Source: an optimization exercise on an open RTL-to-GDS flow (aim: small area, a short achievable clock period and few clock cycles). Production flows keep margins and buffers that such runs may drop. At most, simulation tests tie the RTL to the original design; equivalence was not proved. Function not checked in run 1: the RTL went through the layout flow alone. Power figures rest on the tool's default switching activity, not on a simulated workload.

==> flow/design.v (outline; a module is shown in full before it is edited, if it fits) <==
// module dot_prod: 979 lines
// module dp_fa: 4 lines
// module dp_fx: 4 lines
// module dp_pc: 4 lines
// module dp_gc: 3 lines
// module dp_ha: 4 lines
module dot_prod (
  input wire clk, r_enable,
  input wire[9:0] init_i_t_a,
  input wire signed[63:0] init_acc_t_a,
  output wire[9:0] a_addr,
  input wire signed[26:0] a_rdata,
  output wire[9:0] b_addr,
  input wire signed[26:0] b_rdata,
  output reg w_enable,
  output reg signed[63:0] result
);
  // ...
==> flow/flow/run.sh <==
#!/bin/bash
# Standard ORFS layout, except that the port buffers inserted by buffer_ports are
# sky130_fd_sc_hd__buf_1 instead of the resizer's default pick (a clock delay buffer).
set -euo pipefail
export BUFFER_PORTS_ARGS="-buffer_cell sky130_fd_sc_hd__buf_1"
bash standard.sh > run_standard.log 2>&1
==> flow/standard.sh <==
#!/bin/bash
# synth_recipe.tcl (not shown) runs the flow's synth.tcl, then flattens the netlist and writes it again
# the make line also repeats each setting of config.mk as NAME=value (left out here)
make -C /OpenROAD-flow-scripts/flow DESIGN_CONFIG=/design/flow/config.mk WORK_HOME=/design/flow/orfs CLKGATE_MAP_FILE= SYNTH_SCRIPT=/design/flow/synth_recipe.tcl "${@:-finish}"
==> flow/config.mk <==
export PLATFORM = sky130hd
export DESIGN_NAME = dot_prod
export DESIGN_NICKNAME = dot_prod
export VERILOG_FILES = /design/flow/design.v
export SDC_FILE = /design/flow/constraint.sdc
export NUM_CORES = 4
export LEC_CHECK = 0
export CAP_MARGIN = 20
export CORE_MARGIN = 2
export CORE_UTILIZATION = 60
export CTS_CLUSTER_DIAMETER = 200
export CTS_CLUSTER_SIZE = 24
export SLEW_MARGIN = 60
export SYNTH_HIERARCHICAL = 1
export SYNTH_MINIMUM_KEEP_SIZE = 0
==> flow/constraint.sdc <==
create_clock -name core_clock -period 14.0 [get_ports {clk}]
set_input_delay 2.8000 -clock core_clock [delete_from_list [all_inputs] [get_ports {clk}]]
set_output_delay 2.8000 -clock core_clock [all_outputs]
set_load 0.01 [all_outputs]
==> impl_results.md, run 1 <==
- Fin. Hold Viols: 0
- Leading cell kind: multi-input gates
- DR top layer: met5
- Slowest CP cell: edfxtp_1
- HP Start: v2$_SDFF_PP0_
- Max-slew headroom: 59.8%
- Outcome: no timing/DRC/antenna violations
- Max-capacitance violation count: 0
- Post-synthesis xor/xnor area fraction: around 16%
- Largest family of logic cells by synthesized area: adder cells
- P_comb: 0.00585 W
- Initial core utilization: approximately three fifths
- Design Area, Final: 26,600 sq um
- Total sequential power: 0.00145 W
- Reg2reg setup slack: ~10 ns
- Worst path top cell family by delay: flip-flops
- Internal: roughly 0.0042 W
- Postcts setup bufs: 0
- Area leader, netlist: fa_1
- Clk slew on worst S/H paths: approximately 0.10 ns
- Syn nets: 2,901
- Layout cells sized above 1: 4.01%
- Fin crit share: ~28%
- Met3 routed WL: between 7000 and 8000 um
- P_clk: 0.000465 W
- Worst Path Arrival: 1.18 ns
- Worst Clk Skew: 0.0466 ns
- Synth Warn #: 7
- Antenna-violating nets left: 0
- Max VDD drop: 0.162 mV
- Avg Synthesized Cell Area: 10.9 sq um
- Number of remaining DRC errors: 0
- CP Depth: 1
- Critical setup path kind: reg -> out
- Clock power frac: 6.0%
- Port bufs: 214
- Number of synthesized register bits: 264
- Clk tree area frac: between 1.5 and 2%
- Post-Synth Simple-Gate Area: about 4.9%
- #MultiIn Comb: ~1,800
- Area taken by multi-input logic gates: 18,000 sq um
- Buf/Inv on CP: 1
- Largest net degree at the start of global routing: 96
==> run 2: changes to the inputs <==
--- a/flow/design.v
+++ b/flow/design.v
@@ -6,35 +6,32 @@
   output wire[9:0] a_addr,
   input wire signed[26:0] a_rdata,
   output wire[9:0] b_addr,
   input wire signed[26:0] b_rdata,
   output reg w_enable,
   output reg signed[63:0] result
 );
   reg [9:0] k;
-  reg [9:0] kn;     
-  assign a_addr = ~kn;
-  assign b_addr = ~kn;
+  assign a_addr = k;
+  assign b_addr = k;
   wire stop = (k == 10'd1000);
   reg v1, v2, v3;   
   reg q1, q2;       
   always @(posedge clk) begin
     if (r_enable) begin
       k <= init_i_t_a;
-      kn <= ~init_i_t_a;
       v1 <= 1'b0;
       v2 <= 1'b0;
       v3 <= 1'b0;
       q1 <= 1'b0;
       q2 <= 1'b0;
       w_enable <= 1'b0;
     end else begin
       k <= k + {9'd0, ~stop};
-      kn <= ~(k + {9'd0, ~stop});
       v1 <= !stop;
       v2 <= v1;
       v3 <= v2;
       q1 <= stop;
       q2 <= q1;
       w_enable <= q2;
     end
   end
--- a/flow/config.mk
+++ b/flow/config.mk
@@ -5,11 +5,11 @@
 export SDC_FILE = /design/flow/constraint.sdc
 export NUM_CORES = 4
 export LEC_CHECK = 0
 export CAP_MARGIN = 20
 export CORE_MARGIN = 2
 export CORE_UTILIZATION = 60
 export CTS_CLUSTER_DIAMETER = 200
 export CTS_CLUSTER_SIZE = 24
-export SLEW_MARGIN = 60
+export SLEW_MARGIN = 50
 export SYNTH_HIERARCHICAL = 1
 export SYNTH_MINIMUM_KEEP_SIZE = 0
==> impl_results.md, run 2 <==
- Fin. Hold Viols: 0 (unchanged)
- Setup TNS: 0 ns
- Initial core utilization: 60.8% (+0.48 points)
- Antenna-violating nets left: 0 (unchanged)
- FF-to-FF End: c[29]$_DFF_P_
- Vias in the first global route: around 19,000
- Slowest Stage Delay on Critical Path: 0.52 ns
- Postcts setup bufs: 0 (unchanged)
- Std-Cell Rows: 74
- Max-slew headroom: 53.4% (-6.3 points)
- Leakage: roughly 10 nW
- Vias/cell: 6.35
- # resized after CTS: 0
- Clk root buf: clkbuf_16
- Adder-cell share of the synthesized area: 34.2%
- Synth Flop Type: dfxtp_1
- Flip-flop count of the largest register after layout: between 60 and 70
- Area leader, netlist: fa_1
- Area growth, synth to finish: 5.34%
- Internal: 0.00413 W (-2.0%)
- Number of synthesized register bits: 254 (-3.8%)
- I/O pin cnt: 215
- Pre-antenna DRT Iters: 6
- Post-synthesis xor/xnor area fraction: 16.5% (+0.16 points)
- Synth Warn #: 7 (unchanged)
- N_diodes: 0
- CTS tree: done
- Max-capacitance violation count: 0 (unchanged)
- Chip Height: 208 um
- Largest family of logic cells by synthesized area: adder cells
- GR Overflow Total: 0
- Synthesized netlist cell count: 2,275
- Pwr dens: 286 nW/um^2
- Number of clock sinks: 254
- Seq/Total Area, Yosys: a little under a quarter
- Commonest non-fill, non-tap cell in the layout: xnor2_1
- Async set-reset flop share out of synthesis: 0%
- CP Depth: 5 (+4)
- Post-route insts no fill: 2,873
- Startpoint Class: primary input
- Max VDD drop: 0.239 mV (+48%)
- Switching share of power: 45.0%
- Worst Setup SP: r_enable
- Final GP Congestion: 0.879
- Initial antenna violation count: 0
- Post-Synth Simple-Gate Area: 4.84% (-0.052 points)
- Area contributors post-synth: fa_1, dfxtp_1, xnor2_1
- Routed WL per cell: 24.8 um
- Number of remaining DRC errors: 0 (unchanged)
- Port bufs: 214 (unchanged)
- Max FO, Critical Path: 81
- Reg2reg setup slack: 10.01 ns (-0.05 ns)
- Nets: 2,931
- Clock power frac: 6.0% (about the same)
- EDFF count, synth: between 60 and 70
- Crit path cell chain: clkbuf_4 -> buf_6 -> inv_1 -> o311a_2 -> a221o_1
- Worst Path Arrival: 4.52 ns (+3.34 ns)
- Hold slack: 0.445 ns
- Critical setup path kind: in -> reg
- Min-delay worst type: reg -> reg
- Final min period: 4.11 ns
- DRT Wirelength: 71,300 um
- Fin crit share: 29.4% (+0.93 points)
- Num CTS Buffers: 14
- DPL Wire Length: 46,100 um
- Worst R2R Path Depth: 9
- Avg Synthesized Cell Area: 10.9 sq um (+0.36%)
- Vias post-DR: roughly 18,000
- Slowest CP cell: clkbuf_4
- Post-synth top cells: xnor2_1, fa_1, a22oi_1
- Worst Clk Skew: 0.0415 ns (-0.00508 ns)
- Most frequent cell after synthesis: xnor2_1
- Worst Tran Pin Value: around 0.7 ns
- Htree depth: 1
- Worst path top cell family by delay: buffers and inverters
- Crit path to: k[7]$_DFF_P_
- Reg power frac: approximately a fifth
- Clock tree buffer depth: 3
- Syn nets: 2,870 (-1.1%)
- Biggest regs: result: 64 flops, c: 53 flops, s: 53 flops
- Final Max Tran Viols: 0
- Gr usage total: 32.9%
- First-pass GRT wire length: between 100,000 and 150,000 um
- RSZ-0062 raised after global routing: no
- Post-synthesis mux area share: 0.181%
- Top reg by flops: result
- Placed cell count: 2,852
- Achievable frequency: 0.243 GHz
- Critical Path RT: around 14 ns
- Unique cell type count in the Yosys netlist: 35
- Nature of the critical path endpoint: flop
- Endpoints failing setup: 0
- Logic pwr share: 75.1%
- Largest net degree at the start of global routing: 82 (-15%)
- Top cell type's share of synthesized area: approximately 29%
- Worst-Skew Late Latency: 0.53 ns
- Psw: 0.00338 W
- Buf/Inv on CP: 3 (+2)
- R2R Path Start: bone[11]$_DFF_P_
- Starting DRT DRC Count: about 1,800
- Layout cells sized above 1: 4.14% (+0.14 points)
- Outcome: no timing/DRC/antenna violations
- Die area: 43,100 sq um
- Clk slew on worst S/H paths: 0.10 ns (about the same)
- Synth Cell Area: approximately 25,000 sq um
- Synth Area in Compound Gates: 16.4%
- Core area: 40,900 sq um
- Die W: 208 um
- Most frequent cells in the layout: xnor2_1, fa_1, a22oi_1
- CTS Hold Bufs: 0
[run 2: cell types whose count changed in the layout (fill, tap and decap cells not counted), sizes merged, moves of 3 or more]
cell	previous run	this run
o21a	3	0
inv	48	37
dfxtp	200	190
clkbuf	25	21
[run 2: modules after synthesis (local to each module, per instance)]
module / flip-flops and latches / times used / cell area (sq um)
dot_prod: 254 / 1 / 15000
dp_fa: 0 / 358 / 20.0
dp_pc: 0 / 75 / 13.8
dp_ha: 0 / 96 / 12.5
dp_gc: 0 / 62 / 7.51
[run 2: final cells by class]
cell class / instances / area, sq um
clock inverter: 1 / 11.3
sequential: 254 / 5730
clock buffer: 20 / 394
fill: 3365 / 14700
tap: 532 / 666
inverter: 36 / 135
timing repair buffer: 284 / 1350
multi-input combinational: 1746 / 17900
[run 2: power groups by stage]
stage	combinational [W]	clock [W]	sequential, W
finish	0.00564	0.000454	0.00142
detailed placement	0.00566	0	0.00144
global placement	0.00548	0	0.00143
floorplan	0.00423	0	0.00140
CTS	0.00569	0.000469	0.00142
global route	0.00640	0.000490	0.00145
[run 2: routing by layer]
metal  vias up  track usage (%)  routed length (um)
met5         -                0                   0
met4         0             11.9                2690
met3       223             6.69                7080
met2      1086             52.5               32600
met1      9124             44.8               29000
li1       7824                -                   -
[run 2: cells by family (layout without fill, tap and decap cells)]
logic type,Yosys count,count (layout)
buffers and inverters,275,341
AND/OR/NAND/NOR,235,235
other,1,1
AO/OA/AOI/OAI,572,572
multiplexers,4,4
XOR/XNOR,469,469
adder cells (fa/ha/maj),465,465
flip-flops,254,254
[run 2: how the worst min path moves through the flow]
stage	startpoint	cells past startpoint	slack (ns)	endpoint
finish	q2$_SDFF_PP0_	1	0.44	w_enable$_SDFF_PP0_
global route	q2$_SDFF_PP0_	1	0.46	w_enable$_SDFF_PP0_
CTS	q2$_SDFF_PP0_	1	0.45	w_enable$_SDFF_PP0_
detailed placement	q2$_SDFF_PP0_	1	0.43	w_enable$_SDFF_PP0_
global placement	v2$_SDFF_PP0_	1	0.42	v3$_SDFF_PP0_
floorplan	bneg[0]$_DFF_P_	0	0.33	s[0]$_DFF_P_
[run 2: through the flow]
| step | area [sq um] | total power, W | utilization, % | worst slack (ns) |
|---|---|---|---|---|
| finish | 26200 | 0.00751 | 64.1 | 9.89 |
| global route | 26200 | 0.00834 | 64.1 | 9.71 |
| global placement | 25800 | 0.00691 | 63.0 | 9.17 |
| floorplan | 24900 | 0.00563 | - | 9.51 |
| CTS | 26200 | 0.00758 | 64.1 | 9.68 |
| detailed placement | 25800 | 0.00710 | 63.1 | 9.13 |
Testbench counts of run 2, summed over its fixed seeds: cycles 64,256.
==> run 3: changes to the inputs <==
--- a/flow/config.mk
+++ b/flow/config.mk
@@ -10,6 +10,6 @@
 export CORE_UTILIZATION = 60
 export CTS_CLUSTER_DIAMETER = 200
 export CTS_CLUSTER_SIZE = 24
-export SLEW_MARGIN = 50
+export SLEW_MARGIN = 70
 export SYNTH_HIERARCHICAL = 1
 export SYNTH_MINIMUM_KEEP_SIZE = 0
==> impl_results.md, run 3 <==
- RSZ-0062 raised after global routing: no
- Commonest non-fill, non-tap cell in the layout: xnor2_1
- Worst path top cell family by delay: flip-flops
- Setup TNS: 0 ns (unchanged)
- CP Depth: 1 (-4)
- Final core occ: 64.7% (+0.63 points)
- WHS Path Cells: 1 (unchanged)
- Endpoints failing setup: 0 (unchanged)
- Slowest Stage Delay on Critical Path: 0.47 ns (-0.05 ns)
- Routed WL per cell: 24.8 um (about the same)
- Placed cell count: 2,854 (+0.070%)
- Postcts setup bufs: 0 (unchanged)
- Leakage: 10.4 nW (+0.99%)
- Fillers: 3,343 (-0.65%)
- EDFF count, synth: 64 (unchanged)
- Pre-antenna DRT Iters: 6 (unchanged)
- Syn nets: 2,870 (unchanged)
- Number of clock sinks: 254 (unchanged)
- Slowest CP cell: dfxtp_1
- Worst Clk Skew: 0.0456 ns (+0.00412 ns)
- Num CTS Buffers: 14 (unchanged)
- Final GP Congestion: 0.879 (unchanged)
- Antenna-violating nets left: 0 (unchanged)
- Most frequent cell after synthesis: xnor2_1
- Std-Cell Rows: 74 (unchanged)
- Vias/cell: 6.31 (-0.75%)
- Gr usage total: 32.9% (about the same)
- Unique cell type count in the Yosys netlist: 35 (unchanged)
- Pwr dens: 284 nW/um^2 (-0.69%)
- Worst Path Arrival: 1.21 ns (-3.31 ns)
- Seq/Total Area, Yosys: 23.0% (unchanged)
- Chip Height: 208 um (unchanged)
- Number of synthesized register bits: 254 (unchanged)
- Max FO, Critical Path: 8 (-90%)
- Worst Setup SP: k[5]$_DFF_P_
- Clk root buf: clkbuf_16
- Synth Warn #: 7 (unchanged)
- N_diodes: 0 (unchanged)
- DPL Wire Length: 46,200 um (+0.13%)
- Critical setup path kind: reg -> out
- Worst-Skew Late Latency: 0.54 ns (about the same)
- Flip-flop count of the largest register after layout: 64 (unchanged)
- Fin crit share: 28.6% (-0.73 points)
- Async set-reset flop share out of synthesis: 0% (unchanged)
- Port bufs: 214 (unchanged)
- CTS tree: done
- Nature of the critical path endpoint: primary output
- Avg Synthesized Cell Area: 10.9 sq um (unchanged)
- Min-delay worst type: reg -> reg
- Critical Path RT: 11.20 ns (-3.20 ns)
- Max VDD drop: 0.239 mV (about the same)
- Post-route insts no fill: 2,880 (+0.24%)
- Fin. Hold Viols: 0 (unchanged)
- Clk slew on worst S/H paths: 0.10 ns (about the same)
- Number of remaining DRC errors: 0 (unchanged)
- Achievable frequency: 0.249 GHz (+2.5%)
- DRT Wirelength: 71,500 um (+0.14%)
- Top cell type's share of synthesized area: 28.8% (unchanged)
- Layout cells sized above 1: 4.39% (+0.24 points)
- R2R Path Start: bone[11]$_DFF_P_
- Initial core utilization: 60.8% (unchanged)
- Starting DRT DRC Count: 1,785 (-0.67%)
- Hold slack: 0.443 ns (-0.00133 ns)
- Nets: 2,937 (+0.20%)
- Most frequent cells in the layout: xnor2_1, fa_1, a22oi_1
- Post-synth top cells: xnor2_1, fa_1, a22oi_1
- Die area: 43,100 sq um (unchanged)
- # resized after CTS: 0 (unchanged)
- Final Max Tran Viols: 0 (unchanged)
- Area leader, netlist: fa_1
- Synth Cell Area: 24,900 sq um (unchanged)
- Core area: 40,900 sq um (unchanged)
- Vias post-DR: 18,200 (-0.51%)
- HP Start: q2$_SDFF_PP0_
- Clock tree buffer depth: 3 (unchanged)
- Worst R2R Path Depth: 9 (unchanged)
- Largest net degree at the start of global routing: 82 (unchanged)
- Area taken by multi-input logic gates: 18,000 sq um (about the same)
- Biggest regs: result: 64 flops, c: 53 flops, s: 53 flops
- Initial antenna violation count: 1 (+1)
- Synthesized netlist cell count: 2,275 (unchanged)
- CTS Hold Bufs: 0 (unchanged)
- Outcome: no timing/DRC/antenna violations
- Final min period: 4.01 ns (-0.102 ns)
- Synth Flop Type: dfxtp_1
- GR Overflow Total: 0 (unchanged)
- Area growth, synth to finish: 6.37%
- I/O pin cnt: 215 (unchanged)
- Max-capacitance violation count: 0 (unchanged)
- Sequential Area: 5730 sq um (about the same)
- Area contributors post-synth: fa_1, dfxtp_1, xnor2_1
- Startpoint Class: flop
- Top reg by flops: result
- Crit path cell chain: buf_1
- First-pass GRT wire length: 111,000 um (+0.16%)
- Buf/Inv on CP: 1 (-2)
- Htree depth: 1 (unchanged)
- Vias in the first global route: 19,300 (+0.34%)
- Die W: 208 um (unchanged)
==> run 3: cell counts after synthesis <==
No cell type changed its count.
==> run 3: kinds of logic after synthesis <==
group / count (synthesis) / synth area share (%)
fa+ha+maj: 465 / 34.2
compound gates: 572 / 16.4
other cells: 1 / 0.0151
xor+xnor: 469 / 16.5
mux: 4 / 0.181
simple gates: 235 / 4.84
buf+inv: 275 / 4.94
flops: 254 / 23.0
==> run 3: final timing paths <==
check                              to  slack (ns)
hold / removal    w_enable$_SDFF_PP0_        0.44
setup reg to reg        c[29]$_DFF_P_       10.02
setup / recovery            b_addr[5]        9.99
hold reg to reg   w_enable$_SDFF_PP0_        0.44
==> run 3: final cells by class <==
class,count,share of cell area [%]
inverter,36,0.510
multi-input combinational,1746,67.8
timing repair buffer,290,6.02
sequential,254,21.6
tap,532,2.51
clock inverter,1,0.0425
clock buffer,21,1.50
==> run 3: metal layers <==
layer | global-route usage, % | part of all wire, %
met5 | 0 | 0.013
met4 | 12.4 | 3.9
met1 | 45.2 | 41
met3 | 6.08 | 9.7
met2 | 52.2 | 46
==> run 3: per-module statistics from Yosys, one instance, submodules excluded <==
| module | flops+latches | times used |
|---|---|---|
| dp_fa | 0 | 358 |
| dp_gc | 0 | 62 |
| dp_pc | 0 | 75 |
| dp_ha | 0 | 96 |
| dot_prod | 254 | 1 |
==> run 3: report_power, final <==
part / leakage (nW) / switching (W) / total [W] / internal (W)
Combinational: 7.97 / 0.00291 / 0.00566 / 0.00274
Sequential: 2.24 / 0.000218 / 0.00142 / 0.00120
Clock: 0.198 / 0.000257 / 0.000459 / 0.000201
Total: 10.4 / 0.00339 / 0.00753 / 0.00414
==> run 3: per-stage QoR <==
step | total power (W) | instance area, sq um | setup slack [ns]
after floorplan | 0.00563 | 24900 | 9.51
after global placement | 0.00691 | 25800 | 9.17
after detailed placement | 0.00710 | 25900 | 9.68
after CTS | 0.00758 | 26400 | 9.96
after global routing | 0.00837 | 26500 | 9.91
final | 0.00753 | 26500 | 9.99
==> run 4: changes to the inputs <==
--- a/flow/config.mk
+++ b/flow/config.mk
@@ -10,6 +10,6 @@
 export CORE_UTILIZATION = 60
 export CTS_CLUSTER_DIAMETER = 200
 export CTS_CLUSTER_SIZE = 24
-export SLEW_MARGIN = 70
+export SLEW_MARGIN = 60
 export SYNTH_HIERARCHICAL = 1
 export SYNTH_MINIMUM_KEEP_SIZE = 0
==> impl_results.md, run 4 <==
- Outcome: no timing/DRC/antenna violations
- Clk slew on worst S/H paths: 0.10 ns (about the same)
- Die area: 43,100 sq um (unchanged)
- Postcts setup bufs: 0 (unchanged)
- Slowest Stage Delay on Critical Path: 0.52 ns (+0.05 ns)
- Final GP Congestion: 0.879 (unchanged)
- GR Overflow Total: 0 (unchanged)
- Port bufs: 214 (unchanged)
- Leakage: 10.4 nW (-0.54%)
- Top reg by flops: result
- CTS Hold Bufs: 0 (unchanged)
- Htree depth: 1 (unchanged)
- Startpoint Class: flop
- Worst-Skew Late Latency: 0.54 ns (about the same)
- EDFF count, synth: 64 (unchanged)
- Vias/cell: 6.34 (+0.55%)
- # resized after CTS: 0 (unchanged)
- Most frequent cells in the layout: xnor2_1, fa_1, a22oi_1
- Largest net degree at the start of global routing: 82 (unchanged)
- Initial core utilization: 60.8% (unchanged)
- Vias in the first global route: 19,200 (-0.36%)
- Nature of the critical path endpoint: primary output
- RSZ-0062 raised after global routing: no
- Slowest CP cell: dfxtp_1
- Most frequent cell after synthesis: xnor2_1
- Die W: 208 um (unchanged)
- Synthesized netlist cell count: 2,275 (unchanged)
- Setup TNS: 0 ns (unchanged)
- Top cell type's share of synthesized area: 28.8% (unchanged)
- Number of remaining DRC errors: 0 (unchanged)
- Min-delay worst type: reg -> reg
- Worst path top cell family by delay: flip-flops
- Achievable frequency: 0.249 GHz (-0.31%)
- Biggest regs: result: 64 flops, c: 53 flops, s: 53 flops
- Vias post-DR: 18,200 (+0.44%)
- Switching share of power: 45.0% (+0.052 points)
- Number of synthesized register bits: 254 (unchanged)
- Avg Synthesized Cell Area: 10.9 sq um (unchanged)
- Area growth, synth to finish: 5.78%
- Seq/Total Area, Yosys: 23.0% (unchanged)
- Chip Height: 208 um (unchanged)
- Synth Cell Area: 24,900 sq um (unchanged)
- Flip-flop count of the largest register after layout: 64 (unchanged)
- Syn nets: 2,870 (unchanged)
- Buf/Inv on CP: 1 (unchanged)
- Layout cells sized above 1: 4.26% (-0.12 points)
- Starting DRT DRC Count: 1,964 (+10%)
- Logic pwr share: 75.1% (about the same)
- Worst Path Arrival: 1.22 ns (about the same)
- Worst Tran Pin Value: 0.599 ns
- Nets: 2,934 (-0.10%)
- Core area: 40,900 sq um (unchanged)
- Final Max Tran Viols: 0 (unchanged)
- CTS tree: done
- Clk root buf: clkbuf_16
- Post-route insts no fill: 2,877 (-0.10%)
- Psw: 0.00339 W (about the same)
- Max VDD drop: 0.254 mV (+6.0%)
- N_diodes: 0 (unchanged)
- Final min period: 4.02 ns (+0.0126 ns)
- I/O pin cnt: 215 (unchanged)
- Unique cell type count in the Yosys netlist: 35 (unchanged)
- Num CTS Buffers: 14 (unchanged)
- Post-synth top cells: xnor2_1, fa_1, a22oi_1
- Reg power frac: 18.9% (about the same)
- Clock tree buffer depth: 3 (unchanged)
- Initial antenna violation count: 0 (-1)
- Fin crit share: 28.7% (+0.090 points)
- Routed WL per cell: 24.9 um (+0.20%)
- Synth Warn #: 7 (unchanged)
- Crit path cell chain: buf_1
- Async set-reset flop share out of synthesis: 0% (unchanged)
- Fin. Hold Viols: 0 (unchanged)
- Max-capacitance violation count: 0 (unchanged)
- First-pass GRT wire length: 111,000 um (+0.26%)
- Number of clock sinks: 254 (unchanged)
- Area leader, netlist: fa_1
- DRT Wirelength: 71,500 um (about the same)
- Max FO, Critical Path: 7 (-1)
- Clock power frac: 6.1% (about the same)
- Placed cell count: 2,854 (unchanged)
- Pwr dens: 286 nW/um^2 (+0.47%)
- Area contributors post-synth: fa_1, dfxtp_1, xnor2_1
- Critical setup path kind: reg -> out
- Synth Flop Type: dfxtp_1
- Pre-antenna DRT Iters: 7 (+1)
- Worst Clk Skew: 0.0426 ns (-0.00299 ns)
- Critical Path RT: 11.20 ns (about the same)
- Commonest non-fill, non-tap cell in the layout: xnor2_1
- Std-Cell Rows: 74 (unchanged)
- DPL Wire Length: 46,300 um (+0.23%)
- Max-slew headroom: 60.1%
- Endpoints failing setup: 0 (unchanged)
- Antenna-violating nets left: 0 (unchanged)
- Gr usage total: 33.1% (+0.15 points)
- Internal: 0.00414 W (-0.18%)
run 4: changes by cell type in the layout (fill, tap and decap cells not counted), sizes merged:
cell	delta
clkbuf	-4
buf	+1
run 4: final timing paths:
check        depth (start not counted)  slack, ns        startpoint             endpoint
max                                  1       9.98      k[3]$_DFF_P_            b_addr[3]
min                                  1       0.44     q2$_SDFF_PP0_  w_enable$_SDFF_PP0_
max reg2reg                          9      10.03  bone[11]$_DFF_P_        c[29]$_DFF_P_
min reg2reg                          1       0.44     q2$_SDFF_PP0_  w_enable$_SDFF_PP0_
run 4: kinds of logic (layout without fill, tap and decap cells):
logic type,Yosys count,in the layout,share of synthesized area (%)
and+or+nand+nor,235,235,4.84
other,1,1,0.0151
muxes,4,4,0.181
DFF,254,254,23.0
buffers and inverters,275,345,4.94
adders and majority gates,465,465,34.2
AOI/OAI and AO/OA,572,572,16.4
xor gates and xnor gates,469,469,16.5
run 4: Yosys stat by module (local to each module, per instance):
module    flip-flops and latches  cells  times used  cell area, sq um
dot_prod                     254   1609           1             15000
dp_fa                          0      1         358              20.0
dp_gc                          0      1          62              7.51
dp_ha                          0      1          96              12.5
dp_pc                          0      2          75              13.8
run 4: metal layers:
metal,global-route usage [%],vias to the layer above,routed length [um]
met5,0,-,0
met4,12.3,0,2690
met3,5.85,206,6870
met2,52.2,1101,32600
met1,45.9,9105,29300
li1,-,7832,-
run 4: layout make-up:
class / count / area [sq um]
Tap cell: 532 / 666
Multi-Input combinational cell: 1746 / 17900
Clock inverter: 1 / 11.3
Clock buffer: 21 / 398
Inverter: 36 / 135
Sequential cell: 254 / 5730
Timing Repair Buffer: 287 / 1450
Fill cell: 3316 / 14600
run 4: stage by stage:
step | setup WS (ns) | cell area [sq um] | power [W] | hold slack [ns] | utilization, %
floorplan | 9.51 | 24900 | 0.00563 | 0.326 | -
global placement | 9.17 | 25800 | 0.00691 | 0.418 | 63.0
detailed placement | 9.58 | 25900 | 0.00710 | 0.427 | 63.3
CTS | 9.96 | 26300 | 0.00759 | 0.449 | 64.3
global route | 9.92 | 26300 | 0.00835 | 0.463 | 64.4
finish | 9.98 | 26300 | 0.00752 | 0.445 | 64.4
run 4: power by group through the flow:
stage / registers (W) / logic [W] / clock network [W]
finish: 0.00142 / 0.00565 / 0.000458
detailed placement: 0.00144 / 0.00566 / 0
CTS: 0.00142 / 0.00570 / 0.000474
floorplan: 0.00140 / 0.00423 / 0
global route: 0.00145 / 0.00641 / 0.000497
global placement: 0.00143 / 0.00548 / 0

==> static timing again, ports no longer ideal <==
In the flow no input, the clock included, has a driving cell. The finished layouts below were timed again as built, in two steps. Step 1: set_driving_cell puts a clkbuf_16 on clk and a buf_2 on each other input, an assumption about the parent block. Step 2 times the ports against the registers' clock, not the clock port: input delays grow and output delays shrink by t, the midpoint of the rising clock arrivals with the driver on. a / b / c = ideal / step 1 / step 2; a / b = the first two.
| run | shift t [ns] | setup WS [ns] | hold slack, ns |
|---|---|---|---|
| run 1 | 0.581 | 10.017 / 9.956 / 9.522 | 0.443 / 0.443 / 0.443 |
| run 2 | 0.571 | 9.887 / 9.916 / 9.345 | 0.445 / 0.445 / 0.445 |
| run 3 | 0.576 | 9.989 / 9.930 / 9.670 | 0.443 / 0.443 / 0.443 |
| run 4 | 0.574 | 9.977 / 9.919 / 9.554 | 0.445 / 0.445 / 0.445 |
After both steps every run listed still meets setup and hold. For run 2, which loses most, drivers alone change the setup slack by +0.029 ns; drivers and shift together by -0.542 ns.
